Background: an optimization exercise with open tools, aiming at small area. Do not read the settings as production practice.
Where RTL was checked, it was by simulation tests only, not by an equivalence proof against the original.
No functional check of the RTL was part of runs 6 and 8.
No driver is modelled on the clock port, so clocking that relies on it looks cheaper here than on a real chip.
Power is estimated from default activity; no workload was simulated.

==> flow/design.v <==
module warmup(
	input        clk,
	input        rst,
	input        rx,
	output [7:0] result_data,
	output       overflow
);
	reg [2:0] t8;
	function [2:0] succ(input [2:0] v);
		succ = {v[1:0], v[2] ^ (v[0] | ~v[1])};
	endfunction
	wire [2:0] n8 = succ(t8);
	reg [1:0] t3;
	reg [2:0] t7;
	reg [4:0] t31;
	always @(posedge clk) begin
		t8  <= n8;
		t3  <= {t3[0], ~(t3[1] & t3[0])};
		t7  <= {t7[1:0], (t7[2] ^ t7[1]) | ~rst};
		t31 <= {t31[3:0], (t31[4] ^ t31[2]) | ~rst};
	end
	wire tick = (&t8) & (&t3) & (&t7) & (&t31);
	wire [2:0] p = t8;
	localparam [2:0] P0 = 3'd6, P7 = 3'd7;
	wire p0 = (p == P0);
	wire p7 = (p == P7);
	reg [1:0] idx;
	reg       busy;
	reg [2:0] j;
	reg       valid;
	reg [2:0] k;           
	reg       rxs;         
	reg [7:0] A, W, B;
	reg       dA, dB;      
	reg       c;           
	reg       dec;         
	reg       ov;          
	localparam K_OTHER = 3'd0, K_AND = 3'd2, K_OR = 3'd3,
	           K_ADD = 3'd4, K_SUB = 3'd5, K_MUL = 3'd6, K_DIV = 3'd7;
	wire is_add = (k == K_ADD);
	wire is_sub = (k == K_SUB);
	wire is_and = (k == K_AND);
	wire is_or  = (k == K_OR);
	wire is_mul = (k == K_MUL);
	wire is_div = (k == K_DIV);
	wire md     = is_mul | is_div;
	wire comp  = (idx == 2'd3);
	wire dtick = tick & busy & ~comp;
	wire stick = tick & ~busy & ~comp & ~rx;
	wire trial = comp & ~busy;
	wire write = comp & busy;
	wire jl    = (j == P7);
	wire first = trial & (j == P0);
	wire lastw = write & jl;
	wire [7:0] op = {rx, A[7:1]};
	reg  [2:0] kn;
	always @* begin
		case (op)
			8'h2B: kn = K_ADD;
			8'h2D: kn = K_SUB;
			8'h2A: kn = K_MUL;
			8'h2F: kn = K_DIV;
			8'h26: kn = K_AND;
			8'h7C: kn = K_OR;
			default: kn = K_OTHER;
		endcase
	end
	wire ins  = busy & ~comp & ((n8 == j) | (tick & jl));
	wire insv = tick ? rx : rxs;
	wire dec_e = dec | (is_div & trial);
	wire x     = md ? (p0 ? (is_div & A[7]) : dB) : A[0];
	wire y     = md ? (dec_e & (W[0] ^ is_div)) : (W[0] ^ is_sub);
	wire ci    = p0 ? (md ? (is_div & dec_e) : is_sub) : c;
	wire s     = x ^ y ^ ci;
	wire co    = (x & y) | (ci & (x | y));
	reg r;
	always @* begin
		if (is_add | is_sub) r = s;
		else if (is_and)     r = A[0] & W[0];
		else if (is_or)      r = A[0] | W[0];
		else                 r = 1'b0;
	end
	wire a_in = (ins & ~idx[1]) ? insv :
	            (write & md) ? (p0 ? (is_div & dec) : dA) : A[0];
	wire w_in = (ins & idx[1]) ? insv : W[0];
	wire b_in = ~comp ? 1'b0 :
	            ~md ? (first ? r : B[0]) :
	            ~busy ? B[0] :
	            (lastw & is_div) ? a_in : s;
	always @(posedge clk) begin
		if (!rst) begin
			idx   <= 2'd0;
			busy  <= 1'b0;
			j     <= P0;
			valid <= 1'b0;
		end else if (comp) begin
			if (p7) begin
				busy <= ~busy;
				if (busy) begin
					j <= succ(j);
					if (jl) begin
						idx   <= 2'd0;
						valid <= 1'b1;
					end
				end
			end
		end else if (stick) begin
			busy <= 1'b1;
		end else if (dtick) begin
			j <= succ(j);
			if (jl) begin
				busy <= 1'b0;
				idx  <= idx + 2'd1;
			end
		end
	end
	always @(posedge clk) begin
		A  <= {a_in, A[7:1]};
		W  <= {w_in, W[7:1]};
		dA <= A[0];
		dB <= B[0];
		c  <= co;
		if (tick)
			rxs <= rx;
		if (dtick & (idx == 2'd0) & jl)
			k <= kn;
		if (comp | (idx[1] & busy))
			B <= {b_in, B[7:1]};
		if (trial & is_div & p7)
			dec <= B[0] | co;
		else if (trial & is_mul & p0)
			dec <= A[7];
		if (first) begin
			if (is_div)
				ov <= (p0 | ov) & ~W[0];
			else if (is_mul)
				ov <= 1'b0;
			else if (p7)
				ov <= (is_add | is_sub) & (co ^ is_sub);
		end else if (write & is_mul & (p0 | p7))
			ov <= ov | (p0 ? dB : co);
	end
	assign result_data = B & {8{valid}};
	assign overflow    = ~(ov & valid);
endmodule
==> flow/flow/run.sh <==
#!/bin/bash
# Standard layout with three changes: an area-oriented ABC mapping script,
# port buffers made from the smallest buffer, and a clock tree without
# dummy loads. Each tool's output goes to layout.log.
set -euo pipefail
here=$(pwd)
rm -rf "$here/scripts"
cp -r "$FLOW_HOME/scripts" "$here/scripts"
cp "$here/flow/abc.script" "$here/scripts/abc_speed.script"
export SCRIPTS_DIR="$here/scripts"
export BUFFER_PORTS_ARGS="-buffer_cell sky130_fd_sc_hd__buf_1"
export CTS_ARGS="-sink_clustering_enable -repair_clock_nets -dont_use_dummy_load -sink_clustering_size 10 -sink_clustering_max_diameter 500 -buf_list sky130_fd_sc_hd__clkbuf_4 -root_buf sky130_fd_sc_hd__clkbuf_8"
bash standard.sh > layout.log 2>&1
==> flow/flow/abc.script <==
&get -n
&st
&dch -f
&nf -a
&st
&syn2
&dch -f
&nf -a
&st
&syn2
&dch -f
&nf -a
&put
==> flow/standard.sh <==
#!/bin/bash
# synth_recipe.tcl (not shown) runs the flow's synth.tcl, then flattens the netlist and writes it again
# the make line also repeats each setting of config.mk as NAME=value (left out here)
make -C /OpenROAD-flow-scripts/flow DESIGN_CONFIG=/design/flow/config.mk WORK_HOME=/design/flow/orfs CLKGATE_MAP_FILE= SYNTH_SCRIPT=/design/flow/synth_recipe.tcl "${@:-finish}"
==> flow/config.mk <==
export PLATFORM = sky130hd
export DESIGN_NAME = warmup
export DESIGN_NICKNAME = warmup
export VERILOG_FILES = /design/flow/design.v
export SDC_FILE = /design/flow/constraint.sdc
export NUM_CORES = 4
export LEC_CHECK = 0
export CAP_MARGIN = 20
export CORE_MARGIN = 2
export CORE_UTILIZATION = 40
export SLEW_MARGIN = 20
==> flow/constraint.sdc <==
create_clock -name core_clock -period 30.0 [get_ports {clk}]
set_input_delay 6.0000 -clock core_clock [delete_from_list [all_inputs] [get_ports {clk}]]
set_output_delay 6.0000 -clock core_clock [all_outputs]
set_load 0.01 [all_outputs]
==> results of run 1 <==
[registers in the layout, indices dropped and copies added, names as in the netlist, 2 cells and up]
name	count
idx	2
t8	3
t31	5
k	3
A	8
B	8
t7	3
j	3
W	8
t3	2
[layout make-up]
class	count	area [sq um]	share of cell area
clock buffer	5	68.82	0.03152
timing repair buffer	12	46.29	0.02120
inverter	9	33.78	0.01547
tap	67	83.83	0.03840
sequential	53	1191	0.5456
multi-input combinational	123	759.5	0.3479
[worst max path at each step]
stage               start        endpoint  slack, ns  cells after the start
finish              valid  result_data[7]      22.90                      2
global route        valid  result_data[1]      22.81                      2
CTS                 valid  result_data[7]      22.89                      2
detailed placement     rx            B[7]      22.88                      6
global placement       rx            B[7]      22.90                      6
floorplan              rx            B[7]      23.07                      5
[stage by stage]
step	instances	utilization	area [sq um]	worst slack, ns
2_1_floorplan	185	-	1984	23.07
3_3_place_gp	263	0.4437	2110	22.90
6_report	269	0.4592	2183	22.90
3_5_place_dp	264	0.4447	2115	22.88
4_1_cts	269	0.4592	2183	22.89
5_1_grt	269	0.4592	2183	22.81
[power by group]
group           total [W]  switching [W]  internal (W)  leakage, nW
Sequential      0.0000816     0.00000346     0.0000781        0.442
Clock           0.0000351      0.0000200     0.0000151       0.0359
Combinational  0.00000708     0.00000378    0.00000329        0.296
[per-layer routing]
metal  wire length, um  vias up
li1                  -      702
met1              1668      644
met2              1434       21
met3               128        8
met4                71        0
met5                 0        -
[kinds of logic (layout without fill, tap and decap cells)]
group	after synthesis	after routing
buf+inv	9	26
mux	4	4
flops	53	53
xor+xnor	7	7
compound gates	39	39
fa+ha+maj	5	5
simple gates	68	68
[synthesized netlist by cell type (all sizes together)]
library cell  instances  share of area
a31o                  1         0.0044
a221oi                1         0.0044
nand3                 6          0.015
nand2                17          0.032
nor4                  1         0.0032
or4                   1         0.0038
clkinv                9          0.017
nor2b                 4          0.013
edfxtp               13           0.20
o21ai                13          0.033
mux2i                 2          0.010
nand4b                1         0.0044
and4                  1         0.0044
and3                  3         0.0095
o211ai                2         0.0076
o211a                 1         0.0050
o311ai                1         0.0044
nand2b                1         0.0032
xor2                  2         0.0088
fa                    1          0.010
nor3                  6          0.015
xnor2                 5          0.022
mux2                  2          0.011
ha                    4          0.025
nand4                 5          0.016
nor4b                 1         0.0044
a32oi                 1         0.0044
a211o                 1         0.0044
nor3b                 2         0.0076
o21a                  1         0.0038
dfxtp                40           0.40
a21oi                15          0.038
and2                  9          0.028
nor2                 10          0.019
a31oi                 1         0.0032
o2111ai               1         0.0044
[cells in the final DEF, fill, tap and decap left out, types with 9 or more instances in the layout]
master	netlist	routed
clkinv_1	9	9
and2_0	9	9
a21oi_1	15	15
nor2_1	10	10
o21ai_0	13	13
dfxtp_1	40	40
nand2_1	17	17
edfxtp_1	13	13
buf_1	0	11
[critical path, stage by stage (launching register included)]
cell     delay, ns
dfxtp_1       0.48
and2_0        0.17
buf_1         0.16
==> flow_summary.yaml, run 1 <==
pwr:
  peakVddDrop_mv: 0.03944
  leakage_nw: 0.7739
  power.density_nw_per_um2: 56.67
  finalPower_w: 0.0001237
sta:
  whs_ns: 0.3318
  tightestPinTransition_ns: 0.6941
  max_freq_mhz: 140.9
  drv_slew: 0
  maxSlewHeadroom: 0.5330
  hold_viol: 0
  setup_viol: 0
  min_period_ns: 7.096
  tns_ns: 0
  finClkSkew_ns: 0.01233
  grt_setup_unrepaired: "false"
  fin_crit_sh: 0.2365
global_routing:
  grt.busiest_layer: "met2"
  grt_max_degree: 15
  grt_usage: 0.1398
  grt_use_met2: 0.1976
  grtUsageMet1: 0.1955
  met3_usage: 0.04336
  grt_pass1_wl_um: 5761
  grt_pass1_vias: 1242
  grt-ovfl-total: 0
  antenna_found_initial: 0
critical_path:
  reg2reg_slack_ns: 27.23
  path_class: "reg2out"
  end_kind: "output pin"
  r2r_start: "idx[1]"
  crit_fanout: 10
  required_ns: 24.00
  rr_worst_depth: 12
  start_kind: "register"
  r2r_end: "ov"
  worstPathArrival_ns: 1.10
cts:
  cts.sinks: 53
  h-tree-depth: 2
  cts_buffer_depth: 2
  clk_pin_slew_worst_paths_ns: 0.08
  post_cts_buffers: 0
  cts_buffers: 5
  ctsHoldBuffers: 0
  root_buffer: "clkbuf_8"
  tritoncts: "yes"
  clkLatencyLatePin_ns: 0.30
  cts_resized: 0
yosys:
  netlist_instances: 185
  synthAdderAreaFrac: 0.03531
  synth.distinct_cells: 36
  syn-mean-instance-area_sq_um: 10.73
  ys_seq_area_frac: 0.6003
  synth-compound-area-share: 0.1166
  synth-xor-area-share: 0.03090
  synth_top_family_by_area: "simple AND/OR/NAND/NOR gates"
  yosys.area_share.simple: 0.1784
  synth-seq-cells: 53
  synth_area_sq_um: 1984
  synthesis.nets: 193
  synth_warnings: 1
  yosys-mux-area-fraction: 0.02144
drt:
  totalWireLength_um: 3302
  drc: 0
  dr_total_vias: 1375
  via_per_inst: 5.112
  firstDrtPassIters: 4
  drt_first_iter_violations: 90
  ant_nets: 0
  wl_per_cell_um: 12.28
hold_path:
  hp-start: "W[6]"
  hold_path_end: "W[5]"
  hold_class: "reg2reg"
  min_path_cells: 0
flow_run:
  max-cap-violations: 0
floorplanning:
  die_w_um: 74.44
  coreArea_sq_um: 4755
  start_util: 0.4174
  num_rows: 25
  dieArea_sq_um: 5541
  num_io_pins: 12
  chipHeight_um: 74.44
status:
  run_status: "complete, no violations"
final_layout:
  nets: 212
  fill_cells: 467
  syn_to_final_growth_pct: 10.03
  diodes: 0
  drive_above_1_share: 0.02970
placement:
  gp_congestion: 0.8277
  port_buffers: 11
  place_hpwl_um: 2468
==> run 2, diff against run 1 <==
--- a/flow/design.v
+++ b/flow/design.v
@@ -31,3 +31,2 @@
 	reg [2:0] k;           
-	reg       rxs;         
 	reg [7:0] A, W, B;
@@ -36,2 +35,3 @@
 	reg       dec;         
+	wire      rxs = dec;
 	reg       ov;          
@@ -122,4 +122,2 @@
 		c  <= co;
-		if (tick)
-			rxs <= rx;
 		if (dtick & (idx == 2'd0) & jl)
@@ -128,3 +126,5 @@
 			B <= {b_in, B[7:1]};
-		if (trial & is_div & p7)
+		if (tick)
+			dec <= rx;
+		else if (trial & is_div & p7)
 			dec <= B[0] | co;
==> flow/flow/run.sh (replaced) <==
#!/bin/bash
# Standard layout with three changes: synthesis maps the logic with several
# ABC scripts and keeps the smallest result, port buffers use the smallest
# buffer, and the clock tree has no dummy loads. The flow's output goes to
# layout.log (ORFS keeps each step's log under orfs/logs).
set -euo pipefail
here=$(pwd)
rm -rf "$here/scripts"
cp -r "$FLOW_HOME/scripts" "$here/scripts"
python3 - "$here/scripts/synth.tcl" <<'PY'
import sys
p = sys.argv[1]
s = open(p).read()
old = "  log_cmd abc {*}$abc_args\n"
assert s.count(old) == 1
s = s.replace(old, "  source $::env(FLOW_FLOW_DIR)/multi_abc.tcl\n")
open(p, "w").write(s)
PY
export SCRIPTS_DIR="$here/scripts"
export FLOW_FLOW_DIR="$here/flow"
export BUFFER_PORTS_ARGS="-buffer_cell sky130_fd_sc_hd__buf_1"
export CTS_ARGS="-sink_clustering_enable -repair_clock_nets -dont_use_dummy_load -sink_clustering_size 60 -sink_clustering_max_diameter 500 -buf_list sky130_fd_sc_hd__clkbuf_8"
bash standard.sh > layout.log 2>&1
==> flow/flow/abc_amap.script (new file) <==
strash
dch -f
amap
&get -n
&st
&dch -f
&nf -a
&put
==> flow/flow/abc_nfa2.script (new file) <==
&get -n
&st
&dch -f
&nf -a
&st
&syn2
&dch -f
&nf -a
&st
&syn2
&dch -f
&nf -a
&put
==> flow/flow/abc_nfa3.script (new file) <==
&get -n
&st
&dch -f
&nf -a -p
&st
&syn2
&dch -f
&nf -a -p
&st
&syn2
&dch -f
&nf -a -p
&st
&syn2
&dch -f
&nf -a -p
&put
==> flow/flow/abc_r1.script (new file) <==
&get -n
&st
&synch2
&if -g -K 6
&synch2
&dch -f
&nf -a
&st
&syn2
&dch -f
&nf -a
&st
&syn2
&dch -f
&nf -a
&put
==> flow/flow/abc_r4.script (new file) <==
&get -n
&st
&dch -f
&nf -a -R 1000
&st
&syn2
&dch -f
&nf -a -R 1000
&st
&syn2
&dch -f
&nf -a -R 1000
&put
==> flow/flow/abc_r5.script (new file) <==
&get -n
&st
&dch -f
&nf -a
&st
&syn2
&dch -f
&nf -a
&st
&syn3
&dch -f
&nf -a
&st
&syn4
&dch -f
&nf -a
&put
==> flow/flow/abc_speed.script (new file) <==
&get -n
&st
&dch
&nf
&st
&syn2
&if -g -K 6
&synch2
&nf
&st
&syn2
&if -g -K 6
&synch2
&nf
&st
&syn2
&if -g -K 6
&synch2
&nf
&st
&syn2
&if -g -K 6
&synch2
&nf
&st
&syn2
&if -g -K 6
&synch2
&nf
&put
buffer -c
topo
stime -c
upsize -c
dnsize -c
==> flow/flow/multi_abc.tcl (new file) <==
# Sourced by synth.tcl in place of its single abc call: maps the design
# with each ABC script in flow/ and keeps the mapping with the least area.
design -save my_pre_abc
set best_area ""
set best_script ""
foreach scr [lsort [glob $::env(FLOW_FLOW_DIR)/abc_*.script]] {
  design -load my_pre_abc
  set args $abc_args
  lset args 1 $scr
  log_cmd abc {*}$args
  set st [tee -q -s result.string stat {*}$lib_args]
  if { [regexp {Chip area for module[^:]*: ([0-9.]+)} $st -> area] } {
    puts "multi_abc: $scr area $area"
    if { $best_area eq "" || $area < $best_area } {
      set best_area $area
      set best_script $scr
      design -save my_best_abc
    }
  }
}
puts "multi_abc: chose $best_script area $best_area"
design -load my_best_abc
removed: flow/flow/abc.script
==> run 2 against run 1 <==
Still clean. Clock power down 1%. Global-route usage about the same. Setup slack gained 0.0070 ns. Final cell count shrank 1.9%. Count of clock-buffer cells in the layout is the same. Synthesized cell count is 2.2% lower. Via count is 0.73% lower. Cell area shrank 0.80%. Critical path type unchanged. Critical endpoint is now result_data[2]. Largest cell class unchanged.
==> flow_summary.yaml, run 2 <==
yosys:
  netlist_instances: 181
  synth-seq-cells: 52
  syn-mean-instance-area_sq_um: 10.89
  yosysTopAreaCell: "dfxtp_1"
  ys.flop_type: "dfxtp_1"
  synth_area_sq_um: 1972
  synth_warnings: 1
  synth.distinct_cells: 34
  synthesis.nets: 189
  yosysMostFrequentCell: "dfxtp_1"
  synth-edff-count: 13
  yosysTopAreaCellShare: 0.3959
  ys_seq_area_frac: 0.5939
  ys_async_sr_fraction: 0
  synthTopCellsByCount: "dfxtp_1 (39), nand2_1 (17), edfxtp_1 (13), o21ai_0 (13), and2_0 (12)"
  yosys-top-cells-area: "dfxtp_1 (40%), edfxtp_1 (20%), and2_0 (3.8%), o21ai_0 (3.3%), nand2_1 (3.2%)"
cts:
  clk_pin_slew_worst_paths_ns: 0.09
  root_buffer: "clkbuf_8"
  post_cts_buffers: 0
  h-tree-depth: 2
  cts_resized: 0
  tritoncts: "yes"
  clkLatencyLatePin_ns: 0.30
  ctsHoldBuffers: 0
  cts.sinks: 52
  cts_buffers: 5
  cts_buffer_depth: 2
flow_run:
  max-cap-violations: 0
status:
  run_status: "complete, no violations"
sta:
  post-route-worst-setup-slack_ns: 22.91
  hold_viol: 0
  tightestPinTransition_ns: 0.5896
  setup_viol: 0
  drv_slew: 0
  grt_setup_unrepaired: "false"
  finClkSkew_ns: 0.01251
  maxSlewHeadroom: 0.6033
  fin_crit_sh: 0.2363
  tns_ns: 0
  min_period_ns: 7.089
  max_freq_mhz: 141.1
placement:
  gp_congestion: 0.8119
  place_inst: 259
  preCtsSetupSlack_ns: 22.92
  port_buffers: 11
  place_hpwl_um: 2500
final_layout:
  syn_to_final_growth_pct: 9.835
  reg_top3: "A x8, B x8, W x8"
  final_common_cell: "dfxtp_1"
  final_cell_mix: "dfxtp_1 (39), nand2_1 (17), edfxtp_1 (13), o21ai_0 (13), and2_0 (12)"
  nets: 207
  drive_above_1_share: 0.02538
  diodes: 0
  fin_cells: 264
  fill_cells: 448
global_routing:
  grt_usage: 0.1395
  antenna_found_initial: 0
  grt_pass1_vias: 1227
  grt_pass1_wl_um: 5851
  grt_max_degree: 16
  grt-ovfl-total: 0
floorplanning:
  chipHeight_um: 74.21
  start_util: 0.4175
  coreArea_sq_um: 4723
  die_w_um: 74.21
  num_rows: 25
  num_io_pins: 12
  dieArea_sq_um: 5507
pwr:
  peakVddDrop_mv: 0.03190
  power.density_nw_per_um2: 54.32
  finalPower_w: 0.0001177
  leakage_nw: 0.8126
drt:
  wl_per_cell_um: 13.07
  totalWireLength_um: 3451
  firstDrtPassIters: 4
  via_per_inst: 5.170
  dr_total_vias: 1365
  drt_first_iter_violations: 97
  ant_nets: 0
  drc: 0
critical_path:
  required_ns: 24.00
  path_class: "reg2out"
  start_kind: "register"
  worstPathArrival_ns: 1.09
  crit_fanout: 10
  end_kind: "output pin"
hold_path:
  hold_class: "reg2reg"
run 2: cell types whose count changed after synthesis, moves of 3 or more:
| cell | before | now |
|---|---|---|
| and2_0 | 9 | 12 |
| nand3_1 | 6 | 9 |
| nor3_1 | 6 | 2 |
| a21oi_1 | 15 | 7 |
| mux2i_1 | 2 | 5 |
run 2: critical path, stage by stage (launching register included):
cell,delay [ns]
dfxtp_1,0.47
and2_0,0.17
buf_1,0.15
run 2: path summary, 6_finish.rpt:
path	from	end	slack [ns]	depth (start not counted)
setup reg to reg	idx[1]	B[7]	27.32	10
hold / removal	W[7]	W[6]	0.33	0
hold reg to reg	W[7]	W[6]	0.33	0
setup / recovery	valid	result_data[2]	22.91	2
run 2: power breakdown:
group | switching [W] | total, W | internal [W] | leakage, nW
clock network | 0.0000195 | 0.0000346 | 0.0000151 | 0.0359
registers | 0.00000273 | 0.0000787 | 0.0000760 | 0.461
logic | 0.00000216 | 0.00000438 | 0.00000222 | 0.315
total | 0.0000244 | 0.000118 | 0.0000933 | 0.813
run 2: kinds of logic after synthesis:
group           after synthesis  synth area share
buf+inv                       7           0.01333
simple gates                 68            0.1802
mux                           5           0.02538
xor+xnor                      6           0.02665
compound gates               38            0.1250
fa+ha+maj                     5           0.03553
flops                        52            0.5939
run 2: cell type report:
cell class / count / area [sq um] / share of cell area
flip-flops and latches: 52 / 1171 / 0.5407
multi-input cells: 122 / 774.5 / 0.3576
well taps: 67 / 83.83 / 0.03871
clock buffers: 5 / 68.82 / 0.03177
repair buffers: 11 / 41.29 / 0.01906
inverters: 7 / 26.28 / 0.01213
run 2: metrics by stage:
stage	instance area [sq um]	hold WS [ns]	utilization
floorplan	1972	0.3096	-
global placement	2097	0.3113	0.4440
detailed placement	2097	0.3121	0.4440
CTS	2166	0.3324	0.4585
global route	2166	0.3433	0.4585
finish	2166	0.3318	0.4585
run 2: layer usage:
layer	wire, um	GRT usage	part of all wire
met3	150	0.03659	0.043
met4	41	0.05556	0.012
met2	1601	0.2113	0.46
met5	0	0	0
met1	1657	0.1916	0.48
==> run 3, diff against run 2 <==
==> flow/flow/run.sh (replaced) <==
#!/bin/bash
# Standard layout with these changes: synthesis maps the logic with several
# ABC scripts and keeps the smallest result; port buffers use the smallest
# buffer; after placement a few clock buffers, each driving one strip of
# flip-flops, make the clock tree, so CTS has
# nothing left to build. Output goes to layout.log and clock_buffer.log
# (ORFS keeps each step's log under orfs/logs).
set -euo pipefail
here=$(pwd)
rm -rf "$here/scripts"
cp -r "$FLOW_HOME/scripts" "$here/scripts"
python3 - "$here/scripts/synth.tcl" <<'PY'
import sys
p = sys.argv[1]
s = open(p).read()
old = "  log_cmd abc {*}$abc_args\n"
assert s.count(old) == 1
s = s.replace(old, "  source $::env(FLOW_FLOW_DIR)/multi_abc.tcl\n")
open(p, "w").write(s)
PY
export SCRIPTS_DIR="$here/scripts"
export FLOW_FLOW_DIR="$here/flow"
export BUFFER_PORTS_ARGS="-buffer_cell sky130_fd_sc_hd__buf_1"
export CTS_ARGS="-clk_nets clk -dont_use_dummy_load"
bash standard.sh synth floorplan place > layout.log 2>&1
export PLACE_ODB="$(ls -d "$here"/orfs/results/*/*/base)/3_place.odb"
export CLOCK_BUFFER_CELL="${CLOCK_BUFFER_CELL:-sky130_fd_sc_hd__clkbuf_8}"
export CLOCK_GROUPS="${CLOCK_GROUPS:-3}"
openroad -no_init -exit "$here/flow/clock_buffer.tcl" > clock_buffer.log 2>&1
bash standard.sh >> layout.log 2>&1
==> flow/flow/clock_buffer.tcl (new file) <==
# Split the flip-flops into CLOCK_GROUPS vertical strips of equal size and
# drive each strip's clock pins from one CLOCK_BUFFER_CELL placed at the
# strip's centroid; the clock port drives only these buffers. Then legalize.
# Reads and writes the placed design given by PLACE_ODB.
read_db $::env(PLACE_ODB)
set block [ord::get_db_block]
set clknet [$block findNet clk]
set master [[ord::get_db] findMaster $::env(CLOCK_BUFFER_CELL)]
set groups $::env(CLOCK_GROUPS)
set sinks {}
foreach it [$clknet getITerms] {
  set bb [[$it getInst] getBBox]
  lappend sinks [list [expr { ([$bb xMin] + [$bb xMax]) / 2 }] [expr { ([$bb yMin] + [$bb yMax]) / 2 }] $it]
}
set sinks [lsort -integer -index 0 $sinks]
set n [llength $sinks]
for { set g 0 } { $g < $groups } { incr g } {
  set lo [expr { $g * $n / $groups }]
  set hi [expr { ($g + 1) * $n / $groups - 1 }]
  set buf [odb::dbInst_create $block $master clkbuf_leaf_$g]
  set net [odb::dbNet_create $block clk_leaf_$g]
  $net setSigType CLOCK
  set sx 0
  set sy 0
  foreach s [lrange $sinks $lo $hi] {
    lassign $s x y it
    set sx [expr { $sx + $x }]
    set sy [expr { $sy + $y }]
    $it disconnect
    $it connect $net
  }
  set m [expr { $hi - $lo + 1 }]
  [$buf findITerm A] connect $clknet
  [$buf findITerm X] connect $net
  $buf setLocation [expr { $sx / $m }] [expr { $sy / $m }]
  $buf setPlacementStatus PLACED
  puts "clock_buffer: clkbuf_leaf_$g drives $m clock pins"
}
detailed_placement
check_placement -verbose
write_db $::env(PLACE_ODB)
==> run 3 against run 2 <==
Critical endpoint unchanged. Sequential power about the same. Flip-flop and latch count unchanged. Non-clock buffer count up 3. Global-route usage unchanged. Via count up 0.51%. Highest routed layer unchanged. Sequential share of layout area down 0.34 points. Maximum frequency down 1.6%. First-iteration DRC count up 8.2%. Critical path depth unchanged. Die area unchanged. Core utilization up 0.29 points.
==> flow_summary.yaml, run 3 <==
floorplanning:
  die_w_um: 74.21
  num_rows: 25
  chipHeight_um: 74.21
  dieArea_sq_um: 5507
  num_io_pins: 12
  coreArea_sq_um: 4723
  start_util: 0.4175
sta:
  drv_slew: 0
  maxSlewHeadroom: 0.6059
  setup_viol: 0
  tns_ns: 0
  min_period_ns: 7.206
  max_freq_mhz: 138.8
  finClkSkew_ns: 0.02002
  tightestPinTransition_ns: 0.5858
  whs_ns: 0.3396
  fin_crit_sh: 0.2402
  grt_setup_unrepaired: "false"
  hold_viol: 0
pwr:
  power.density_nw_per_um2: 55.73
  leakage_nw: 0.8198
  peakVddDrop_mv: 0.03238
  finalPower_w: 0.0001215
final_layout:
  drive_above_1_share: 0.03030
  nets: 208
  final_core_util: 0.4615
  reg_top3: "A x8, B x8, W x8"
  fill_cells: 441
  diodes: 0
  syn_to_final_growth_pct: 10.53
  multi_input_area_sq_um: 774.5
  final_common_cell: "dfxtp_1"
  fin_cells: 265
  seq_area_sq_um: 1171
  final_cell_mix: "dfxtp_1 (39), nand2_1 (17), edfxtp_1 (13), o21ai_0 (13), and2_0 (12)"
critical_path:
  end_kind: "output pin"
  path_class: "reg2out"
  worst_path_max_delay_cell: "dfxtp_1"
  rr_worst_depth: 10
  worstPathArrival_ns: 1.21
  required_ns: 24.00
  cpPeakStageDelay_ns: 0.48
  crit_fanout: 10
  start_kind: "register"
  crit_chain: "and2_0 -> buf_1"
global_routing:
  antenna_found_initial: 0
  grt_usage: 0.1395
  grt_max_degree: 19
  grt_pass1_wl_um: 5968
  grt-ovfl-total: 0
  grt_pass1_vias: 1247
placement:
  port_buffers: 11
  place_hpwl_um: 2500
  place_inst: 259
  gp_congestion: 0.8119
yosys:
  synth-xor-area-share: 0.02665
  synth_warnings: 1
  ys_seq_area_frac: 0.5939
  synth_area_sq_um: 1972
  yosysTopAreaCell: "dfxtp_1"
  synthesis.nets: 189
  yosys-mux-area-fraction: 0.02538
  yosys-top-cells-area: "dfxtp_1 (40%), edfxtp_1 (20%), and2_0 (3.8%), o21ai_0 (3.3%), nand2_1 (3.2%)"
  netlist_instances: 181
  synth-seq-cells: 52
  ys.flop_type: "dfxtp_1"
  synth_top_family_by_area: "simple AND/OR/NAND/NOR gates"
  yosysTopAreaCellShare: 0.3959
  synthAdderAreaFrac: 0.03553
  synth.distinct_cells: 34
  yosys.area_share.simple: 0.1802
  yosysMostFrequentCell: "dfxtp_1"
  synth-compound-area-share: 0.1250
  synthTopCellsByCount: "dfxtp_1 (39), nand2_1 (17), edfxtp_1 (13), o21ai_0 (13), and2_0 (12)"
  ys_async_sr_fraction: 0
  syn-mean-instance-area_sq_um: 10.89
  synth-edff-count: 13
flow_run:
  max-cap-violations: 0
hold_path:
  min_path_cells: 0
  hold_class: "reg2reg"
status:
  run_status: "complete, no violations"
cts:
  cts_buffers: 3
  ctsHoldBuffers: 0
  post_cts_buffers: 0
  tritoncts: "yes"
  clkLatencyLatePin_ns: 0.41
  cts_resized: 0
  clk_pin_slew_worst_paths_ns: 0.10
drt:
  firstDrtPassIters: 4
  wl_per_cell_um: 13.14
  drt_first_iter_violations: 105
  via_per_inst: 5.177
  ant_nets: 0
  dr_total_vias: 1372
  drc: 0
  totalWireLength_um: 3482
==> run 3: cell count changes in the layout (fill, tap and decap cells not counted), sizes merged <==
cell,previous run,this run
clkbuf,5,6
==> run 3: cells by family (layout without fill, tap and decap cells) <==
| family | after synthesis | count (layout) |
|---|---|---|
| simple gates | 68 | 68 |
| fa+ha+maj | 5 | 5 |
| compound gates | 38 | 38 |
| flops | 52 | 52 |
| mux | 5 | 5 |
| xor+xnor | 6 | 6 |
| buf+inv | 7 | 24 |
==> run 3: worst paths after layout <==
check / startpoint / to / slack (ns)
min: W[5] / W[4] / 0.34
max reg2reg: idx[1] / B[7] / 27.29
min reg2reg: W[5] / W[4] / 0.34
max: valid / result_data[2] / 22.79
==> run 3: stage by stage <==
| step | setup WS (ns) | cell area [sq um] |
|---|---|---|
| 2_1_floorplan | 23.17 | 1972 |
| 3_3_place_gp | 22.99 | 2097 |
| 3_5_place_dp | 22.92 | 2097 |
| 4_1_cts | 22.73 | 2180 |
| 5_1_grt | 22.69 | 2180 |
| 6_report | 22.79 | 2180 |
==> run 3: layout make-up <==
cell class,instances,area share
clock buffers,3,0.01894
flip-flops and latches,52,0.5373
multi-input cells,122,0.3553
well taps,67,0.03846
plain buffers,3,0.01894
repair buffers,11,0.01894
inverters,7,0.01206
==> run 3: per-layer routing <==
metal / share of wire / wire length, um / GRT usage / up-vias
met5: 0 / 0 / 0 / -
li1: - / - / - / 685
met1: 0.48 / 1662 / 0.1865 / 654
met2: 0.47 / 1628 / 0.2212 / 26
met4: 0.014 / 49 / 0.05159 / 0
met3: 0.040 / 141 / 0.03388 / 7
==> run 3: power breakdown <==
group	switching (W)	total, W	internal (W)	leakage (nW)
registers	0.00000274	0.0000787	0.0000760	0.461
logic	0.00000217	0.00000438	0.00000222	0.315
clock network	0.0000205	0.0000384	0.0000179	0.0431
==> run 3: critical path, delay by kind of cell (launching register included) <==
| kind | cells | cell delay [ns] |
|---|---|---|
| buffers and inverters | 1 | 0.15 |
| AND/OR/NAND/NOR | 1 | 0.17 |
| flip-flops | 1 | 0.48 |
==> run 4, diff against run 3 <==
--- a/flow/flow/run.sh
+++ b/flow/flow/run.sh
@@ -26,4 +26,4 @@
 export PLACE_ODB="$(ls -d "$here"/orfs/results/*/*/base)/3_place.odb"
-export CLOCK_BUFFER_CELL="${CLOCK_BUFFER_CELL:-sky130_fd_sc_hd__clkbuf_8}"
-export CLOCK_GROUPS="${CLOCK_GROUPS:-3}"
+export CLOCK_BUFFER_CELL="${CLOCK_BUFFER_CELL:-sky130_fd_sc_hd__clkbuf_16}"
+export CLOCK_GROUPS="${CLOCK_GROUPS:-2}"
 openroad -no_init -exit "$here/flow/clock_buffer.tcl" > clock_buffer.log 2>&1
==> run 4 against run 3 <==
Non-clock buffer count decreased by 1. Clock power up 6.5%. Critical endpoint unchanged. Wire length down 1.6%. Count of clock-buffer cells in the layout unchanged. Cell area is 0.40% higher. Register-to-register slack got worse by 0.06 ns. Clock skew decreased by 0.013 ns. Synthesized cell count is the same. Largest power group unchanged.
==> flow_summary.yaml, run 4 <==
status:
  run_status: "complete, no violations"
floorplanning:
  dieArea_sq_um: 5507
  coreArea_sq_um: 4723
  chipHeight_um: 74.21
  die_w_um: 74.21
  num_io_pins: 12
  start_util: 0.4175
  num_rows: 25
critical_path:
  crit_fanout: 10
  rr_worst_depth: 10
  worstPathArrival_ns: 1.19
  cpPeakStageDelay_ns: 0.48
  crit_chain: "and2_0 -> buf_1"
  required_ns: 24.00
  worst_path_max_delay_cell: "dfxtp_1"
  end_kind: "output pin"
  start_kind: "register"
  r2r_end: "B[7]"
  r2r_start: "idx[1]"
  path_class: "reg2out"
  reg2reg_slack_ns: 27.23
yosys:
  ys_seq_area_frac: 0.5939
  yosysTopAreaCell: "dfxtp_1"
  netlist_instances: 181
  synth-edff-count: 13
  yosysMostFrequentCell: "dfxtp_1"
  yosys-top-cells-area: "dfxtp_1 (40%), edfxtp_1 (20%), and2_0 (3.8%), o21ai_0 (3.3%), nand2_1 (3.2%)"
  synth-seq-cells: 52
  synth_area_sq_um: 1972
  synthTopCellsByCount: "dfxtp_1 (39), nand2_1 (17), edfxtp_1 (13), o21ai_0 (13), and2_0 (12)"
  yosysTopAreaCellShare: 0.3959
  syn-mean-instance-area_sq_um: 10.89
  synth.distinct_cells: 34
  ys.flop_type: "dfxtp_1"
  synthesis.nets: 189
  ys_async_sr_fraction: 0
  synth_warnings: 1
flow_run:
  max-cap-violations: 0
hold_path:
  min_path_cells: 0
  hold_class: "reg2reg"
  hp-start: "W[7]"
  hold_path_end: "W[6]"
placement:
  place_hpwl_um: 2500
  place_inst: 259
  gp_congestion: 0.8119
  port_buffers: 11
sta:
  max_freq_mhz: 139.1
  finClkSkew_ns: 0.006766
  hold_viol: 0
  maxSlewHeadroom: 0.5840
  setup_viol: 0
  tightestPinTransition_ns: 0.6183
  whs_ns: 0.3360
  tns_ns: 0
  fin_crit_sh: 0.2396
  min_period_ns: 7.188
  grt_setup_unrepaired: "false"
  drv_slew: 0
cts:
  cts_resized: 0
  tritoncts: "yes"
  clkLatencyLatePin_ns: 0.39
  post_cts_buffers: 0
  clk_pin_slew_worst_paths_ns: 0.10
  ctsHoldBuffers: 0
  cts_buffers: 3
drt:
  ant_nets: 0
  drc: 0
  drt_first_iter_violations: 120
  via_per_inst: 5.144
  firstDrtPassIters: 4
  dr_total_vias: 1358
  wl_per_cell_um: 12.98
  totalWireLength_um: 3428
pwr:
  p_int_w: 0.00009899
  power.density_nw_per_um2: 56.65
  finalPower_w: 0.0001240
  p_sw_w: 0.00002499
  switching_share: 0.2015
  leakage_nw: 0.8228
  p_comb_frac: 0.035
  p_seq_frac: 0.635
  peakVddDrop_mv: 0.03188
  p_clk_frac: 0.330
global_routing:
  antenna_found_initial: 0
  grt-ovfl-total: 0
  grt_max_degree: 27
  grt_pass1_vias: 1262
  grt_usage: 0.1355
  grt_pass1_wl_um: 5906
final_layout:
  seq_area_sq_um: 1171
  diodes: 0
  fill_cells: 440
  syn_to_final_growth_pct: 10.98
  multi_input_area_sq_um: 774.5
  final_cell_mix: "dfxtp_1 (39), nand2_1 (17), edfxtp_1 (13), o21ai_0 (13), and2_0 (12)"
  drive_above_1_share: 0.02538
  nets: 207
  final_common_cell: "dfxtp_1"
  fin_cells: 264
  reg_top3: "A x8, B x8, W x8"
[run 4: critical path: cells and delay by family (launching register included)]
kind                   cells  cell delay (ns)
flip-flops                 1             0.48
AND/OR/NAND/NOR            1             0.17
buffers and inverters      1             0.15
[run 4: kinds of logic (layout without fill, tap and decap cells)]
logic type      count (synthesis)  in the layout  synth area share
mux                             5              5           0.02538
compound gates                 38             38            0.1250
flops                          52             52            0.5939
xor+xnor                        6              6           0.02665
buf+inv                         7             23           0.01333
fa+ha+maj                       5              5           0.03553
simple gates                   68             68            0.1802
[run 4: per-stage QoR]
step | cell area [sq um] | util | worst slack [ns]
after floorplan | 1972 | - | 23.17
after global placement | 2097 | 0.4440 | 22.99
after detailed placement | 2097 | 0.4440 | 22.92
after CTS | 2188 | 0.4633 | 22.76
after global routing | 2188 | 0.4633 | 22.71
final | 2188 | 0.4633 | 22.81
[run 4: how the worst max path moves through the flow]
| stage | startpoint | endpoint | slack (ns) | cells past startpoint |
|---|---|---|---|---|
| 2_1_floorplan | rx | B[7] | 23.17 | 3 |
| 3_3_place_gp | rx | B[7] | 22.99 | 4 |
| 3_5_place_dp | rx | k[1] | 22.92 | 4 |
| 4_1_cts | valid | result_data[6] | 22.76 | 2 |
| 5_1_grt | valid | result_data[6] | 22.71 | 2 |
| 6_report | valid | result_data[2] | 22.81 | 2 |
[run 4: cell type report]
cell class | instances | share of cell area
buffer | 2 | 0.02287
clock buffer | 3 | 0.01887
inverter | 7 | 0.01201
multi-input combinational | 122 | 0.3539
sequential | 52 | 0.5352
tap | 67 | 0.03831
timing repair buffer | 11 | 0.01887
[run 4: layer usage]
| layer | global-route usage | vias up | part of all wire |
|---|---|---|---|
| met5 | 0 | - | 0 |
| li1 | - | 681 | - |
| met4 | 0.02778 | 0 | 0 |
| met3 | 0.03117 | 0 | 0.038 |
| met2 | 0.2153 | 28 | 0.47 |
| met1 | 0.1916 | 649 | 0.49 |
[run 4: power by group through the flow]
stage | clock (W) | sequential (W) | combinational [W]
4_1_cts | 0.0000425 | 0.0000788 | 0.00000441
6_report | 0.0000409 | 0.0000787 | 0.00000433
5_1_grt | 0.0000450 | 0.0000796 | 0.00000531
3_3_place_gp | 0 | 0.0000801 | 0.00000413
2_1_floorplan | 0 | 0.0000797 | 0.00000344
3_5_place_dp | 0 | 0.0000803 | 0.00000437
==> run 5, diff against run 4 <==
--- a/flow/flow/run.sh
+++ b/flow/flow/run.sh
@@ -26,4 +26,5 @@
 export PLACE_ODB="$(ls -d "$here"/orfs/results/*/*/base)/3_place.odb"
-export CLOCK_BUFFER_CELL="${CLOCK_BUFFER_CELL:-sky130_fd_sc_hd__clkbuf_16}"
-export CLOCK_GROUPS="${CLOCK_GROUPS:-2}"
+export CLOCK_BUFFER_CELL="${CLOCK_BUFFER_CELL:-sky130_fd_sc_hd__clkbuf_8}"
+export CLOCK_ROOT_CELL="${CLOCK_ROOT_CELL:-sky130_fd_sc_hd__clkbuf_2}"
+export CLOCK_GROUPS="${CLOCK_GROUPS:-3}"
 openroad -no_init -exit "$here/flow/clock_buffer.tcl" > clock_buffer.log 2>&1
--- a/flow/flow/clock_buffer.tcl
+++ b/flow/flow/clock_buffer.tcl
@@ -2,3 +2,5 @@
 # drive each strip's clock pins from one CLOCK_BUFFER_CELL placed at the
-# strip's centroid; the clock port drives only these buffers. Then legalize.
+# strip's centroid. The clock port drives a single root buffer
+# (CLOCK_ROOT_CELL) at the centroid of all sinks, which drives the strip
+# buffers. Then legalize.
 # Reads and writes the placed design given by PLACE_ODB.
@@ -16,2 +18,15 @@
 set n [llength $sinks]
+set root [odb::dbInst_create $block [[ord::get_db] findMaster $::env(CLOCK_ROOT_CELL)] clkbuf_root]
+set rootnet [odb::dbNet_create $block clk_root]
+$rootnet setSigType CLOCK
+set rx 0
+set ry 0
+foreach s $sinks {
+  set rx [expr { $rx + [lindex $s 0] }]
+  set ry [expr { $ry + [lindex $s 1] }]
+}
+[$root findITerm A] connect $clknet
+[$root findITerm X] connect $rootnet
+$root setLocation [expr { $rx / $n }] [expr { $ry / $n }]
+$root setPlacementStatus PLACED
 for { set g 0 } { $g < $groups } { incr g } {
@@ -32,3 +47,3 @@
   set m [expr { $hi - $lo + 1 }]
-  [$buf findITerm A] connect $clknet
+  [$buf findITerm A] connect $rootnet
   [$buf findITerm X] connect $net
==> run 5 against run 4 <==
Hold slack is essentially flat. Setup slack gained 0.021 ns. Maximum frequency is 0.29% higher. Critical endpoint unchanged. Largest cell class unchanged. Combinational power grew 1%.
==> flow_summary.yaml, run 5 <==
sta:
  tightestPinTransition_ns: 0.6070
  maxSlewHeadroom: 0.5916
  hold_viol: 0
  max_freq_mhz: 139.5
  finClkSkew_ns: 0.009450
  tns_ns: 0
  setup_viol: 0
  grt_setup_unrepaired: "false"
  fin_crit_sh: 0.2389
  drv_slew: 0
  min_period_ns: 7.167
yosys:
  synthTopCellsByCount: "dfxtp_1 (39), nand2_1 (17), edfxtp_1 (13), o21ai_0 (13), and2_0 (12)"
  ys_async_sr_fraction: 0
  syn-mean-instance-area_sq_um: 10.89
  synth-edff-count: 13
  ys_seq_area_frac: 0.5939
  netlist_instances: 181
  ys.flop_type: "dfxtp_1"
  synth_area_sq_um: 1972
  yosys-top-cells-area: "dfxtp_1 (40%), edfxtp_1 (20%), and2_0 (3.8%), o21ai_0 (3.3%), nand2_1 (3.2%)"
  synth_warnings: 1
  synth-seq-cells: 52
  yosysMostFrequentCell: "dfxtp_1"
  yosysTopAreaCell: "dfxtp_1"
  synthesis.nets: 189
  yosysTopAreaCellShare: 0.3959
  synth.distinct_cells: 34
final_layout:
  final_cell_area_sq_um: 2143
  final_common_cell: "dfxtp_1"
  final_cell_mix: "dfxtp_1 (39), nand2_1 (17), edfxtp_1 (13), o21ai_0 (13), and2_0 (12)"
  drive_above_1_share: 0.02041
  final_core_util: 0.4538
  diodes: 0
  syn_to_final_growth_pct: 8.693
  reg_top3: "A x8, B x8, W x8"
  nets: 206
cts:
  clkLatencyLatePin_ns: 0.37
  clk_pin_slew_worst_paths_ns: 0.10
  post_cts_buffers: 0
  cts_resized: 0
  ctsHoldBuffers: 0
pwr:
  p_clk_frac: 0.260
  p_sw_w: 0.00002410
  switching_share: 0.2147
  p_seq_frac: 0.701
  power.density_nw_per_um2: 52.38
  peakVddDrop_mv: 0.03241
  finalPower_w: 0.0001123
  p_comb_frac: 0.039
  p_int_w: 0.00008815
  leakage_nw: 0.8024
critical_path:
  crit_chain: "and2_0 -> buf_1"
  start_kind: "register"
  worst_path_max_delay_cell: "dfxtp_1"
  cpPeakStageDelay_ns: 0.48
  end_kind: "output pin"
  rr_worst_depth: 10
  crit_fanout: 10
  required_ns: 24.00
  path_class: "reg2out"
  worstPathArrival_ns: 1.17
hold_path:
  hold_class: "reg2reg"
  min_path_cells: 0
floorplanning:
  coreArea_sq_um: 4723
  chipHeight_um: 74.21
  dieArea_sq_um: 5507
  start_util: 0.4175
  die_w_um: 74.21
  num_io_pins: 12
  num_rows: 25
placement:
  gp_congestion: 0.8119
  place_hpwl_um: 2500
  placed_area_sq_um: 2097
  port_buffers: 11
global_routing:
  grt-ovfl-total: 0
  antenna_found_initial: 0
  grt_max_degree: 19
  grt_pass1_vias: 1242
  grt_pass1_wl_um: 5968
  grt_usage: 0.1318
drt:
  dr_total_vias: 1357
  via_per_inst: 5.160
  ant_nets: 0
  drc: 0
  drt_first_iter_violations: 93
  totalWireLength_um: 3502
  firstDrtPassIters: 4
  wl_per_cell_um: 13.32
status:
  run_status: "complete, no violations"
flow_run:
  max-cap-violations: 0
[run 5: cell counts after synthesis]
No cell type changed its count.
[run 5: final cells by class]
class / count / area (sq um)
flip-flops and latches: 52 / 1171
fillers: 444 / 2580
multi-input cells: 122 / 774.5
well taps: 67 / 83.83
repair buffers: 11 / 41.29
plain buffers: 4 / 46.29
inverters: 7 / 26.28
[run 5: kinds of logic after synthesis]
group / synth area share
fa+ha+maj: 0.03553
buf+inv: 0.01333
flops: 0.5939
compound gates: 0.1250
simple gates: 0.1802
mux: 0.02538
xor+xnor: 0.02665
[run 5: through the flow]
step	std cells	hold WS [ns]	setup WS [ns]
after global placement	259	0.3113	22.99
final	263	0.3361	22.83
after global routing	263	0.3373	22.73
after floorplan	181	0.3096	23.17
after CTS	263	0.3121	22.91
after detailed placement	259	0.3121	22.92
[run 5: worst paths after layout]
check | startpoint | endpoint | slack [ns]
setup / recovery | valid | result_data[2] | 22.83
setup reg to reg | idx[1] | B[7] | 27.29
hold / removal | W[7] | W[6] | 0.34
hold reg to reg | W[7] | W[6] | 0.34
[run 5: power by group through the flow]
stage                     sequential [W]  combinational (W)  clock (W)
after CTS                      0.0000805         0.00000441  0.0000219
after floorplan                0.0000797         0.00000344          0
final                          0.0000787         0.00000439  0.0000291
after global placement         0.0000801         0.00000413          0
after detailed placement       0.0000803         0.00000437          0
after global routing           0.0000796         0.00000531  0.0000334
[run 5: worst max-delay path: cells and delay by family (launching register included)]
family | cells | cell delay (ns)
flops | 1 | 0.48
buf+inv | 1 | 0.15
simple gates | 1 | 0.17
[run 5: metal layers]
| metal | wire length, um | part of all wire | up-vias | global-route usage |
|---|---|---|---|---|
| met2 | 1633 | 0.47 | 31 | 0.2242 |
| met3 | 167 | 0.048 | 6 | 0.01491 |
| met4 | 51 | 0.015 | 0 | 0.01786 |
| met5 | 0 | 0 | - | 0 |
| li1 | - | - | 678 | - |
| met1 | 1649 | 0.47 | 642 | 0.1873 |
==> run 6, diff against run 5 <==
--- a/flow/design.v
+++ b/flow/design.v
@@ -46,3 +46,3 @@
 	wire md     = is_mul | is_div;
-	wire comp  = (idx == 2'd3);
+	wire comp  = (idx == 2'b10);
 	wire dtick = tick & busy & ~comp;
@@ -112,3 +112,3 @@
 				busy <= 1'b0;
-				idx  <= idx + 2'd1;
+				idx  <= {idx[0], ~idx[1]};
 			end
--- a/flow/flow/run.sh
+++ b/flow/flow/run.sh
@@ -21,2 +21,3 @@
 export SCRIPTS_DIR="$here/scripts"
+export ADDER_MAP_FILE=
 export FLOW_FLOW_DIR="$here/flow"
==> flow/flow/abc_q2.script (new file) <==
&get -n
&st
&synch2
&if -g -K 6
&synch2
&dch -f
&nf -a
&st
&synch2
&dch -f
&nf -a
&st
&syn2
&dch -f
&nf -a
&put
==> flow/flow/abc_q4.script (new file) <==
&get -n
&st
&synch2
&if -g -K 6
&synch2
&dch -f
&nf -a -p
&st
&syn2
&dch -f
&nf -a -p
&st
&syn2
&dch -f
&nf -a -p
&put
==> run 6 against run 5 <==
Clock skew up 0.00052 ns. Core utilization down 0.11 points. Maximum frequency down 0.59%. Hold slack worse by 0.00099 ns. Clock power down 1%. Cell area up 0.41%. Flip-flop and latch count unchanged. Largest cell class unchanged. First-iteration DRC count down 15%. Setup slack worse by 0.043 ns. Sequential share of layout area down 0.22 points.
==> flow_summary.yaml, run 6 <==
yosys:
  synthTopCellsByCount: "dfxtp_1 (39), nand2_1 (25), nor2_1 (14)"
  synth_area_sq_um: 1981
  yosysTopAreaCell: "dfxtp_1"
  yosysTopAreaCellShare: 0.3942
  synth.distinct_cells: 35
  ys.flop_type: "dfxtp_1"
  netlist_instances: 193
  yosys-top-cells-area: "dfxtp_1 (39%), edfxtp_1 (20%), nand2_1 (4.7%), and2_0 (3.5%), xnor2_1 (3.1%)"
  ys_async_sr_fraction: 0
  syn-mean-instance-area_sq_um: 10.26
  synth_warnings: 1
  synthesis.nets: 196
  synth-edff-count: 13
  synth-seq-cells: 52
  yosysMostFrequentCell: "dfxtp_1"
  ys_seq_area_frac: 0.5913
global_routing:
  grt_max_degree: 19
  antenna_found_initial: 0
  grt_pass1_wl_um: 5830
  grt_pass1_vias: 1229
  grt-ovfl-total: 0
  grt_usage: 0.1290
critical_path:
  worst_path_max_delay_cell: "dfxtp_1"
  worstPathArrival_ns: 1.21
  crit_fanout: 10
  path_buf_inv: 1
  r2r_start: "t8[0]"
  rr_worst_depth: 6
  end_kind: "output pin"
  cpPeakStageDelay_ns: 0.49
  r2r_end: "B[7]"
  path_class: "reg2out"
  crit_family: "flip-flops"
  reg2reg_slack_ns: 27.10
  required_ns: 24.00
  crit_chain: "and2_0 -> buf_1"
  start_kind: "register"
hold_path:
  min_path_cells: 0
  hp-start: "W[6]"
  hold_path_end: "W[5]"
  hold_class: "reg2reg"
cts:
  clkLatencyLatePin_ns: 0.37
  post_cts_buffers: 0
  clk_pin_slew_worst_paths_ns: 0.10
  ctsHoldBuffers: 0
  cts_resized: 0
floorplanning:
  chipHeight_um: 74.37
  dieArea_sq_um: 5530
  start_util: 0.4166
  num_rows: 25
  num_io_pins: 12
  coreArea_sq_um: 4755
  die_w_um: 74.37
final_layout:
  final_cell_mix: "dfxtp_1 (39), nand2_1 (25), nor2_1 (14), edfxtp_1 (13)"
  drive_above_1_share: 0.01923
  fill_cells: 478
  final_common_cell: "dfxtp_1"
  diodes: 0
  final_cell_area_sq_um: 2152
  nets: 213
  syn_to_final_growth_pct: 8.654
  reg_top3: "A x8, B x8, W x8"
pwr:
  power.density_nw_per_um2: 55.48
  peakVddDrop_mv: 0.03278
  leakage_nw: 0.7307
drt:
  ant_nets: 0
  via_per_inst: 5.076
  firstDrtPassIters: 4
  totalWireLength_um: 3404
  wl_per_cell_um: 12.38
  drt_first_iter_violations: 79
  drc: 0
  dr_total_vias: 1396
sta:
  max_freq_mhz: 138.7
  min_period_ns: 7.210
  grt_setup_unrepaired: "false"
  drv_slew: 0
  tightestPinTransition_ns: 0.9376
  maxSlewHeadroom: 0.3692
  hold_viol: 0
  tns_ns: 0
  finClkSkew_ns: 0.009975
  fin_crit_sh: 0.2403
  setup_viol: 0
flow_run:
  max-cap-violations: 0
placement:
  place_hpwl_um: 2524
  gp_congestion: 0.8220
  placed_area_sq_um: 2106
  port_buffers: 11
status:
  run_status: "complete, no violations"
run 6: per-stage QoR:
step | setup WS, ns | util | std cells | total power [W] | hold WS, ns
5_1_grt | 22.69 | 0.4526 | 275 | 0.0001259 | 0.3481
3_3_place_gp | 22.83 | 0.4429 | 271 | 0.00009238 | 0.3105
3_5_place_dp | 22.79 | 0.4429 | 271 | 0.00009238 | 0.3132
2_1_floorplan | 23.04 | - | 193 | 0.00008971 | 0.3096
6_report | 22.79 | 0.4526 | 275 | 0.0001194 | 0.3351
4_1_cts | 22.78 | 0.4526 | 275 | 0.0001144 | 0.3132
run 6: metal layers:
layer  share of wire  GRT usage  vias up
li1                -          -      731
met1            0.50     0.1905      634
met2            0.44     0.2114       29
met3           0.055    0.01491        2
met4          0.0071    0.01389        0
met5               0          0        -
run 6: how the worst max path moves through the flow:
stage | end | slack, ns | depth (start not counted) | from
finish | result_data[6] | 22.79 | 2 | valid
global placement | B[7] | 22.83 | 5 | rx
floorplan | B[7] | 23.04 | 4 | rx
detailed placement | B[7] | 22.79 | 5 | rx
CTS | B[7] | 22.78 | 5 | rx
global route | result_data[6] | 22.69 | 2 | valid
run 6: area by class of cell:
class	instances	area (sq um)	share of cell area
sequential	52	1171	0.5442
inverter	3	11.26	0.005233
tap	67	83.83	0.03895
timing repair buffer	11	41.29	0.01919
buffer	4	46.29	0.02151
multi-input combinational	138	798.3	0.3709
run 6: report_power, final:
group	switching, W	internal (W)	total, W	leakage (nW)
combinational	0.00000494	0.00000488	0.00000982	0.274
sequential	0.00000423	0.0000767	0.0000809	0.431
clock	0.0000188	0.00000993	0.0000287	0.0257
total	0.0000279	0.0000915	0.000119	0.731
run 6: cells by family after synthesis:
kind of cell | synth area share
compound gates | 0.1219
xor+xnor | 0.03980
fa+ha+maj | 0.01011
buf+inv | 0.005685
flops | 0.5913
mux | 0.01516
simple gates | 0.2160
run 6: worst register-to-register path: stages, from the launching register on:
cell      delay [ns]
dfxtp_1         0.52
nand3_1         0.30
nor4_1          0.87
mux2i_1         0.32
a31oi_1         0.12
o311ai_0        0.38
a221oi_1        0.13
==> run 7, diff against run 6 <==
--- a/flow/design.v
+++ b/flow/design.v
@@ -46,3 +46,3 @@
 	wire md     = is_mul | is_div;
-	wire comp  = (idx == 2'b10);
+	wire comp  = (idx == 2'd3);
 	wire dtick = tick & busy & ~comp;
@@ -112,3 +112,3 @@
 				busy <= 1'b0;
-				idx  <= {idx[0], ~idx[1]};
+				idx  <= idx + 2'd1;
 			end
==> run 7 against run 6 <==
Via count rose by 0.57%. Sequential share of layout area up 0.58 points. Area after synthesis shrank 1.1%. Critical path type unchanged. Clock skew down 0.0022 ns. Wire length is 6.3% higher. Combinational power down 16%. Final cell count shrank 1.1%. First-iteration DRC count increased by 8.9%. Flip-flop and latch count did not move. Cell area decreased by 1.0%. Critical endpoint is now result_data[7]. Still clean on timing, DRC and antenna. Clock power rose by 2%. Core utilization down 0.18 points.
==> flow_summary.yaml, run 7 <==
floorplanning:
  dieArea_sq_um: 5471
  num_rows: 25
  die_w_um: 73.97
  coreArea_sq_um: 4723
  chipHeight_um: 73.97
  start_util: 0.4146
  num_io_pins: 12
drt:
  drt_first_iter_violations: 86
  dr_total_vias: 1404
  drc: 0
  totalWireLength_um: 3619
  ant_nets: 0
  firstDrtPassIters: 4
  wl_per_cell_um: 13.31
  via_per_inst: 5.162
final_layout:
  syn_to_final_growth_pct: 8.754
  final_cell_mix: "dfxtp_1 (39), nand2_1 (26), nor2_1 (14), o21ai_0 (14), edfxtp_1 (13)"
  nets: 210
  diodes: 0
  reg_top3: "A x8, B x8, W x8"
  final_common_cell: "dfxtp_1"
  drive_above_1_share: 0.01951
critical_path:
  worstPathArrival_ns: 1.15
  r2r_start: "t8[0]"
  required_ns: 24.00
  startpoint: "valid"
  cpPeakStageDelay_ns: 0.48
  path_buf_inv: 1
  crit_fanout: 10
  end_kind: "output pin"
  path_class: "reg2out"
  crit_chain: "and2_0 -> buf_1"
  reg2reg_slack_ns: 27.32
  start_kind: "register"
  crit_family: "flip-flops"
  worst_path_max_delay_cell: "dfxtp_1"
sta:
  fin_crit_sh: 0.2382
  grt_setup_unrepaired: "false"
  finClkSkew_ns: 0.007767
  drv_slew: 0
  post-route-worst-setup-slack_ns: 22.85
  hold_viol: 0
  tightestPinTransition_ns: 0.7115
  min_period_ns: 7.147
  setup_viol: 0
  maxSlewHeadroom: 0.5213
  max_freq_mhz: 139.9
  tns_ns: 0
yosys:
  synth_warnings: 1
  yosysMostFrequentCell: "dfxtp_1"
  ys_seq_area_frac: 0.5981
  synth.distinct_cells: 36
  yosysTopAreaCellShare: 0.3987
  synth-seq-cells: 52
  yosysTopAreaCell: "dfxtp_1"
  synthTopCellsByCount: "dfxtp_1 (39), nand2_1 (26), nor2_1 (14), o21ai_0 (14), edfxtp_1 (13)"
  syn-mean-instance-area_sq_um: 10.31
  synth_area_sq_um: 1958
  netlist_instances: 190
  synthesis.nets: 193
  ys.flop_type: "dfxtp_1"
  synth-edff-count: 13
  yosys-top-cells-area: "dfxtp_1 (40%), edfxtp_1 (20%), nand2_1 (5.0%), o21ai_0 (3.6%), and2_0 (2.9%)"
  ys_async_sr_fraction: 0
placement:
  port_buffers: 11
  preCtsSetupSlack_ns: 22.88
  gp_congestion: 0.7911
  place_hpwl_um: 2571
status:
  run_status: "complete, no violations"
cts:
  cts_resized: 0
  ctsHoldBuffers: 0
  clkLatencyLatePin_ns: 0.35
  post_cts_buffers: 0
  clk_pin_slew_worst_paths_ns: 0.10
global_routing:
  grt_usage: 0.1398
  grt_pass1_vias: 1280
  antenna_found_initial: 0
  grt_max_degree: 19
  grt_pass1_wl_um: 6196
  grt-ovfl-total: 0
pwr:
  leakage_nw: 0.7471
  peakVddDrop_mv: 0.02427
  power.density_nw_per_um2: 55.57
hold_path:
  hold_class: "reg2reg"
  hp-start: "W[1]"
flow_run:
  max-cap-violations: 0
run 7: per-layer routing:
metal / share of wire / track usage / vias up
li1: - / - / 719
met1: 0.51 / 0.2066 / 656
met2: 0.44 / 0.2302 / 27
met3: 0.041 / 0.01626 / 2
met4: 0.0080 / 0.01414 / 0
met5: 0 / 0 / -
run 7: worst paths after layout:
| path | endpoint | cells after the start |
|---|---|---|
| max | result_data[7] | 2 |
| min | W[0] | 0 |
| max reg2reg | B[7] | 7 |
| min reg2reg | W[0] | 0 |
run 7: final cells by class:
| class | count | area [sq um] |
|---|---|---|
| well taps | 67 | 83.83 |
| flip-flops and latches | 52 | 1171 |
| repair buffers | 11 | 41.29 |
| multi-input cells | 134 | 772.0 |
| fillers | 461 | 2594 |
| inverters | 4 | 15.01 |
| plain buffers | 4 | 46.29 |
run 7: cells by family after synthesis:
logic type | share of synthesized area
and+or+nand+nor | 0.2070
DFF | 0.5981
AOI/OAI and AO/OA | 0.1259
xor gates and xnor gates | 0.03578
muxes | 0.02556
buffers and inverters | 0.007665
run 7: metrics by stage:
| stage | utilization | power (W) | hold WS (ns) | area, sq um | cells |
|---|---|---|---|---|---|
| final | 0.4509 | 0.0001183 | 0.3359 | 2130 | 272 |
| after floorplan | - | 0.00008786 | 0.3096 | 1958 | 190 |
| after global routing | 0.4509 | 0.0001245 | 0.3435 | 2130 | 272 |
| after detailed placement | 0.4411 | 0.00009050 | 0.3143 | 2083 | 268 |
| after CTS | 0.4509 | 0.0001126 | 0.3146 | 2130 | 272 |
| after global placement | 0.4411 | 0.00009020 | 0.3108 | 2083 | 268 |
run 7: where the power goes:
group / total [W] / switching, W / internal (W)
Combinational: 0.00000821 / 0.00000410 / 0.00000411
Sequential: 0.0000808 / 0.00000402 / 0.0000768
Clock: 0.0000293 / 0.0000194 / 0.00000999
==> run 8, diff against run 7 <==
--- a/flow/design.v
+++ b/flow/design.v
@@ -132,11 +132,14 @@
 			dec <= A[7];
-		if (first) begin
-			if (is_div)
-				ov <= (p0 | ov) & ~W[0];
-			else if (is_mul)
-				ov <= 1'b0;
-			else if (p7)
-				ov <= (is_add | is_sub) & (co ^ is_sub);
-		end else if (write & is_mul & (p0 | p7))
-			ov <= ov | (p0 ? dB : co);
+		if (stick & idx[1])
+			ov <= 1'b0;
+		else if (comp) begin
+			if (is_div) begin
+				if (trial)
+					ov <= (p0 | ov) & ~W[0];
+			end else if (is_mul) begin
+				if (write & (p0 | p7))
+					ov <= ov | (p0 ? dB : co);
+			end else if (p7 & k[2])
+				ov <= co ^ is_sub;
+		end
 	end
--- a/flow/flow/run.sh
+++ b/flow/flow/run.sh
@@ -21,3 +21,2 @@
 export SCRIPTS_DIR="$here/scripts"
-export ADDER_MAP_FILE=
 export FLOW_FLOW_DIR="$here/flow"
==> run 8 against run 7 <==
Maximum frequency shrank 0.16%. Clock power hardly changed. Wire length shrank 2.4%. Critical path depth unchanged. Core utilization up 0.28 points. Total power shrank 5.4%. Hold slack about the same. First-iteration DRC count fell by 26%. Area after synthesis up 1.4%. Combinational power fell by 48%. Sequential power decreased by 2.7%. Critical path type unchanged. Critical endpoint is now result_data[5]. Largest power group unchanged. Highest routed layer unchanged.
==> flow_summary.yaml, run 8 <==
pwr:
  switching_share: 0.2118
  leakage_nw: 0.6873
  p_clk_frac: 0.259
  p_int_w: 0.00008821
  power.density_nw_per_um2: 51.89
  peakVddDrop_mv: 0.04150
  p_comb_frac: 0.039
  p_seq_frac: 0.702
  p_sw_w: 0.00002371
global_routing:
  grt_usage: 0.1279
  grt_pass1_wl_um: 5789
  grt_pass1_vias: 1252
  antenna_found_initial: 0
  grt_max_degree: 19
  grt-ovfl-total: 0
critical_path:
  r2r_start: "idx[1]"
  required_ns: 24.00
  start_kind: "register"
  reg2reg_slack_ns: 27.36
  crit_fanout: 10
  rr_worst_depth: 9
  r2r_end: "B[7]"
  path_class: "reg2out"
  path_buf_inv: 1
  crit_family: "flip-flops"
  crit_chain: "and2_0 -> buf_1"
  end_kind: "output pin"
  worst_path_max_delay_cell: "dfxtp_1"
  startpoint: "valid"
  cpPeakStageDelay_ns: 0.48
  worstPathArrival_ns: 1.16
sta:
  tightestPinTransition_ns: 0.7637
  setup_viol: 0
  fin_crit_sh: 0.2386
  max_freq_mhz: 139.7
  post-route-worst-setup-slack_ns: 22.84
  hold_viol: 0
  finClkSkew_ns: 0.01220
  grt_setup_unrepaired: "false"
  min_period_ns: 7.158
  maxSlewHeadroom: 0.4874
  tns_ns: 0
  drv_slew: 0
floorplanning:
  coreArea_sq_um: 4755
  die_w_um: 74.46
  num_rows: 25
  num_io_pins: 12
  dieArea_sq_um: 5544
  start_util: 0.4176
  chipHeight_um: 74.46
yosys:
  ys_seq_area_frac: 0.5848
  yosysMostFrequentCell: "dfxtp_1"
  synth.distinct_cells: 36
  syn-mean-instance-area_sq_um: 10.45
  synthTopCellsByCount: "dfxtp_1 (40), nand2_1 (21), nor2_1 (14), o21ai_0 (14), edfxtp_1 (12)"
  yosys-top-cells-area: "dfxtp_1 (40%), edfxtp_1 (18%), nand2_1 (4.0%), o21ai_0 (3.5%), xnor2_1 (3.1%)"
  ys_async_sr_fraction: 0
  yosysTopAreaCell: "dfxtp_1"
  synth_area_sq_um: 1986
  ys.flop_type: "dfxtp_1"
  synthesis.nets: 197
  synth-edff-count: 12
  synth_warnings: 1
  netlist_instances: 190
  synth-seq-cells: 52
  yosysTopAreaCellShare: 0.4033
placement:
  place_hpwl_um: 2614
  preCtsSetupSlack_ns: 22.94
  placed_area_sq_um: 2111
  port_buffers: 11
  place_inst: 268
  gp_congestion: 0.8907
status:
  run_status: "complete, no violations"
cts:
  post_cts_buffers: 0
  cts_resized: 0
  ctsHoldBuffers: 0
  clkLatencyLatePin_ns: 0.36
  clk_pin_slew_worst_paths_ns: 0.11
final_layout:
  nets: 214
  diodes: 0
  fill_cells: 471
  final_cell_mix: "dfxtp_1 (40), nand2_1 (21), nor2_1 (14), o21ai_0 (13), edfxtp_1 (12)"
  reg_top3: "A x8, B x8, W x8"
  drive_above_1_share: 0.01951
  final_cell_area_sq_um: 2157
  syn_to_final_growth_pct: 8.633
  fin_cells: 272
  final_common_cell: "dfxtp_1"
drt:
  ant_nets: 0
  firstDrtPassIters: 4
  dr_total_vias: 1411
  drt_first_iter_violations: 64
  drc: 0
  totalWireLength_um: 3532
  via_per_inst: 5.188
  wl_per_cell_um: 12.99
hold_path:
  hold_path_end: "W[3]"
  min_path_cells: 0
  hold_class: "reg2reg"
  hp-start: "W[4]"
flow_run:
  max-cap-violations: 0
run 8: changes by cell type after synthesis, sizes merged, moves of 2 or more:
cell	before	now
and3	0	2
nand2	26	21
o211ai	1	3
o21a	3	1
ha	0	3
o31ai	0	3
xor2	2	0
a21oi	9	11
o22ai	2	0
clkinv	4	6
run 8: layout make-up:
| class | instances | area, sq um | area share |
|---|---|---|---|
| Buffer | 4 | 46.29 | 0.02146 |
| Inverter | 6 | 22.52 | 0.01044 |
| Multi-Input combinational cell | 132 | 802.0 | 0.3718 |
| Sequential cell | 52 | 1161 | 0.5383 |
| Tap cell | 67 | 83.83 | 0.03886 |
| Timing Repair Buffer | 11 | 41.29 | 0.01914 |
run 8: power by group through the flow:
stage               sequential, W  combinational [W]  clock (W)
global placement        0.0000801         0.00000442          0
global route            0.0000794         0.00000492  0.0000322
CTS                     0.0000803         0.00000440  0.0000219
detailed placement      0.0000801         0.00000439          0
finish                  0.0000786         0.00000431  0.0000290
floorplan               0.0000795         0.00000357          0
run 8: cells by family (layout without fill, tap and decap cells):
kind of cell,Yosys count,count (layout),synth area share
simple gates,75,75,0.1909
mux,4,4,0.02016
buf+inv,6,21,0.01134
xor+xnor,7,7,0.03088
compound gates,41,41,0.1279
flops,52,52,0.5848
fa+ha+maj,5,5,0.03403
run 8: layer usage:
layer | GRT usage | vias to the layer above | share of wire
met3 | 0.01491 | 2 | 0.053
met4 | 0.007937 | 0 | 0.0045
met1 | 0.1849 | 662 | 0.50
li1 | - | 716 | -
met2 | 0.2163 | 31 | 0.45
met5 | 0 | - | 0
run 8: per-stage QoR:
step / power, W / hold WS, ns / util
2_1_floorplan: 0.00008307 / 0.3096 / -
3_3_place_gp: 0.00008451 / 0.3113 / 0.4439
3_5_place_dp: 0.00008452 / 0.3121 / 0.4439
4_1_cts: 0.0001066 / 0.3121 / 0.4537
5_1_grt: 0.0001164 / 0.3444 / 0.4537
6_report: 0.0001119 / 0.3357 / 0.4537
run 8: how the worst max path moves through the flow:
| stage | end | slack [ns] | depth (start not counted) |
|---|---|---|---|
| after floorplan | k[1] | 23.18 | 3 |
| after global placement | k[1] | 22.97 | 4 |
| after detailed placement | k[1] | 22.94 | 4 |
| after CTS | B[7] | 22.94 | 5 |
| after global routing | result_data[2] | 22.72 | 2 |
| final | result_data[5] | 22.84 | 2 |

Re-timed with assumed drivers on the ports (clkbuf_16 on the clock, buf_2 on other inputs), run 8 has 22.819 ns of setup slack against 22.842 ns with ideal ports, and 22.931 ns once port delays also move by the mid clock arrival of 0.377 ns.
